What follows belongs to an exercise in optimizing a design on an open flow for small area, a short achievable clock period and few clock cycles; a production flow would make more cautious choices.
Power and IR drop assume default switching activity.

==> flow/design.v (excerpt) <==
module top(
    input clk,              
    input rst,              
    input cyc,              
    input stb,              
    input we,               
    input [3:0] wb_sel,     
    input [31:0] adr,       
    input [31:0] dat_mosi,  
    output [31:0] dat_miso,  
    output reg ack,             
    output reg err              
);
reg [71:0] A, B;
reg [7:0] rdata;
reg [2:0] tgt_row, tgt_col;    
reg [4:0] tag;                 
reg fresh;                     
reg missed;                    
reg wv;                        
reg [4:0] wa;                  
reg [7:0] wd;
reg rst_q;
assign dat_miso = {24'b0, rdata};
wire req      = cyc & stb;
wire adr_hi0  = ~|adr[31:5];
wire [4:0] a5 = adr[4:0];
wire lo_ab    = a5 < 5'd18;
wire lo_c     = (a5 >= 5'd18) & (a5 < 5'd27);
wire in_ab    = adr_hi0 & lo_ab;
wire in_c     = adr_hi0 & lo_c;
wire wr       = req & we & wb_sel[0];
wire rd       = req & ~we;
wire wr_ab    = wr & in_ab;
wire rd_c     = rd & in_c;
reg [2:0] nn_row, nn_col;
always @(*) begin
    case (a5)
  ...
For scale: ~810 cells after synthesis, roughly 220 flip-flops, roughly 110 I/O pins, roughly 0.010 mm^2 of cells after synthesis.
==> module top, before the edit <==
module top(
    input clk,              
    input rst,              
    input cyc,              
    input stb,              
    input we,               
    input [3:0] wb_sel,     
    input [31:0] adr,       
    input [31:0] dat_mosi,  
    output [31:0] dat_miso,  
    output reg ack,             
    output reg err              
);
reg [71:0] A, B;
reg [7:0] rdata;
reg [2:0] tgt_row, tgt_col;    
reg [4:0] tag;                 
reg fresh;                     
reg missed;                    
reg wv;                        
reg [4:0] wa;                  
reg [7:0] wd;
reg rst_q;
assign dat_miso = {24'b0, rdata};
wire req      = cyc & stb;
wire adr_hi0  = ~|adr[31:5];
wire [4:0] a5 = adr[4:0];
wire lo_ab    = a5 < 5'd18;
wire lo_c     = (a5 >= 5'd18) & (a5 < 5'd27);
wire in_ab    = adr_hi0 & lo_ab;
wire in_c     = adr_hi0 & lo_c;
wire wr       = req & we & wb_sel[0];
wire rd       = req & ~we;
wire wr_ab    = wr & in_ab;
wire rd_c     = rd & in_c;
reg [2:0] nn_row, nn_col;
always @(*) begin
    case (a5)
        5'd18: begin nn_row = 3'b001; nn_col = 3'b100; end
        5'd19: begin nn_row = 3'b010; nn_col = 3'b001; end
        5'd20: begin nn_row = 3'b010; nn_col = 3'b010; end
        5'd21: begin nn_row = 3'b010; nn_col = 3'b100; end
        5'd22: begin nn_row = 3'b100; nn_col = 3'b001; end
        5'd23: begin nn_row = 3'b100; nn_col = 3'b010; end
        5'd24: begin nn_row = 3'b100; nn_col = 3'b100; end
        5'd25: begin nn_row = 3'b001; nn_col = 3'b001; end
        default: begin nn_row = 3'b001; nn_col = 3'b010; end
    endcase
end
reg [2:0] l_row, l_col;
always @(*) begin
    case (wa)
        5'd18: begin l_row = 3'b001; l_col = 3'b001; end
        5'd19: begin l_row = 3'b001; l_col = 3'b010; end
        5'd20: begin l_row = 3'b001; l_col = 3'b100; end
        5'd21: begin l_row = 3'b010; l_col = 3'b001; end
        5'd22: begin l_row = 3'b010; l_col = 3'b010; end
        5'd23: begin l_row = 3'b010; l_col = 3'b100; end
        5'd24: begin l_row = 3'b100; l_col = 3'b001; end
        5'd25: begin l_row = 3'b100; l_col = 3'b010; end
        default: begin l_row = 3'b100; l_col = 3'b100; end
    endcase
end
reg [4:0] tgt_adr;
always @(*) begin
    case ({tgt_row, tgt_col})
        6'b001_001: tgt_adr = 5'd18;
        6'b001_010: tgt_adr = 5'd19;
        6'b001_100: tgt_adr = 5'd20;
        6'b010_001: tgt_adr = 5'd21;
        6'b010_010: tgt_adr = 5'd22;
        6'b010_100: tgt_adr = 5'd23;
        6'b100_001: tgt_adr = 5'd24;
        6'b100_010: tgt_adr = 5'd25;
        6'b100_100: tgt_adr = 5'd26;
        default:    tgt_adr = 5'd0;
    endcase
end
wire [2:0] tag_row = (tag < 5'd21) ? 3'b001 : (tag < 5'd24) ? 3'b010 : 3'b100;
wire [2:0] tag_col = (tag == 5'd18 || tag == 5'd21 || tag == 5'd24) ? 3'b001 :
                     (tag == 5'd19 || tag == 5'd22 || tag == 5'd25) ? 3'b010 : 3'b100;
function touches;
    input [4:0] x;
    input [2:0] row, col;
    begin
        if (x < 5'd9)
            touches = (x < 5'd3) ? row[0] : (x < 5'd6) ? row[1] : row[2];
        else if (x == 5'd9 || x == 5'd12 || x == 5'd15)
            touches = col[0];
        else if (x == 5'd10 || x == 5'd13 || x == 5'd16)
            touches = col[1];
        else
            touches = col[2];
    end
endfunction
wire hit = (a5 == tag) & fresh & ~(wv & touches(wa, tag_row, tag_col));
wire [7:0] c;
matrix_mult mm_inst(.clk(clk), .A(A), .B(B), .row(tgt_row), .col(tgt_col), .c(c));
always @(posedge clk or posedge rst) begin
    if (rst) begin
        ack <= 1'b0;
        err <= 1'b0;
        tgt_row <= 3'b000;
        tgt_col <= 3'b000;
        tag <= 5'd0;
        fresh <= 1'b0;
        missed <= 1'b0;
        wv <= 1'b0;
    end else begin
        ack <= wr_ab | (rd_c & hit);
        err <= (wr & ~in_ab) | (rd & ~in_c);
        tag <= tgt_adr;
        fresh <= ~((wv & touches(wa, tgt_row, tgt_col)) | rst_q);
        missed <= rd_c & ~hit;
        wv <= wr_ab;
        if (wr) begin
            tgt_row <= 3'b001;
            tgt_col <= (a5 == 5'd17) ? 3'b010 : 3'b001;
        end else if (rd & lo_c) begin
            tgt_row <= missed ? l_row : nn_row;
            tgt_col <= missed ? l_col : nn_col;
        end
    end
end
always @(posedge clk or posedge rst) begin
    if (rst)
        rst_q <= 1'b1;
    else
        rst_q <= 1'b0;
end
always @(posedge clk) begin
    wa <= a5;
    wd <= dat_mosi[7:0];
end
always @(posedge clk)
    rdata <= c;
wire [7:0] sdata = rst_q ? 8'b0 : wd;
integer e;
always @(posedge clk) begin
    for (e = 0; e < 9; e = e + 1) begin
        if (rst_q | (wv & (wa == e)))     A[e*8+:8] <= sdata;
        if (rst_q | (wv & (wa == e + 9))) B[e*8+:8] <= sdata;
    end
end
endmodule
==> flow/config.mk <==
export PLATFORM = sky130hd
export DESIGN_NAME = top
export DESIGN_NICKNAME = top
export VERILOG_FILES = /design/flow/design.v
export SDC_FILE = /design/flow/constraint.sdc
export NUM_CORES = 4
export LEC_CHECK = 0
export CAP_MARGIN = 20
export CORE_MARGIN = 2
export CORE_UTILIZATION = 40
export SLEW_MARGIN = 20
==> flow/constraint.sdc <==
create_clock -name core_clock -period 10.0 [get_ports {clk}]
set_input_delay 2.0000 -clock core_clock [delete_from_list [all_inputs] [get_ports {clk}]]
set_output_delay 2.0000 -clock core_clock [all_outputs]
set_load 0.01 [all_outputs]
standard.sh (not shown) runs the stock make flow with config.mk's settings and CLKGATE_MAP_FILE= SYNTH_SCRIPT=/design/flow/synth_recipe.tcl, a recipe that flattens the netlist after the stock synthesis.
==> flow/flow/run.sh <==
#!/bin/bash
bash standard.sh SETUP_SLACK_MARGIN=7 \
  "BUFFER_PORTS_ARGS=-buffer_cell sky130_fd_sc_hd__buf_1" \
  "CTS_ARGS=-sink_clustering_enable -repair_clock_nets -buf_list sky130_fd_sc_hd__clkbuf_16 -sink_clustering_size 30 -sink_clustering_max_diameter 150 -dont_use_dummy_load" \
  finish > standard.log 2>&1
Edit:
--- a/flow/design.v
+++ b/flow/design.v
@@ -310,8 +310,6 @@
 matrix_mult mm_inst(.clk(clk), .A(A), .B(B), .row(tgt_row), .col(tgt_col), .c(c));
 always @(posedge clk or posedge rst) begin
     if (rst) begin
-        ack <= 1'b0;
-        err <= 1'b0;
         tgt_row <= 3'b000;
         tgt_col <= 3'b000;
         tag <= 5'd0;
@@ -319,8 +317,6 @@
         missed <= 1'b0;
         wv <= 1'b0;
     end else begin
-        ack <= wr_ab | (rd_c & hit);
-        err <= (wr & ~in_ab) | (rd & ~in_c);
         tag <= tgt_adr;
         fresh <= ~((wv & touches(wa, tgt_row, tgt_col)) | rst_q);
         missed <= rd_c & ~hit;
@@ -341,6 +337,10 @@
         rst_q <= 1'b0;
 end
 always @(posedge clk) begin
+    ack <= wr_ab | (rd_c & hit);
+    err <= (wr & ~in_ab) | (rd & ~in_c);
+end
+always @(posedge clk) begin
     wa <= a5;
     wd <= dat_mosi[7:0];
 end
The changed run completed with no timing, DRC or antenna violations.
Core utilization drops by 0.97 points.
Global-route usage came out lower by 0.41 points.
First-iteration DRC count decreases by about a fifth.
Sequential share of layout area went up by 1.0 points.
Setup slack degrades by 0.025 ns.
Routed wire length goes down by a few percent.
Clock-buffer cell count does not change.
Final cell count barely changes.
Maximum frequency decreases slightly.
Design area decreases by a few percent.
Hold slack barely changes.
Area after synthesis falls slightly.
Total power went down by about a fifth.
No functional check of the RTL was part of any run of this note.

-- what the ideal ports hide --
No port has a modelled driver above. Below, the same layouts with a new extraction and two added sets of constraints.
Step 1, drivers: a clkbuf_16 drives clk and a buf_2 each remaining input, both assumed.
Step 2 moves the port delays by t, midway between the first and last clock arrival at a register: inputs arrive t later, outputs are due t later. That takes back most of the time a late clock gives input paths.
Three values: ideal, step 1, step 2; two values: the first two.
run	t (ns)	slack for setup (ns)	worst hold slack (ns)
the first run	0.490	7.016 / 6.968 / 6.543	0.338 / 0.338 / 0.338
the second run	0.491	6.992 / 6.986 / 6.495	0.339 / 0.339 / 0.339
After both steps setup and hold are still met in every run listed. For the second run, which loses most, drivers alone change the setup slack by -0.006 ns; drivers and shift together by -0.497 ns.
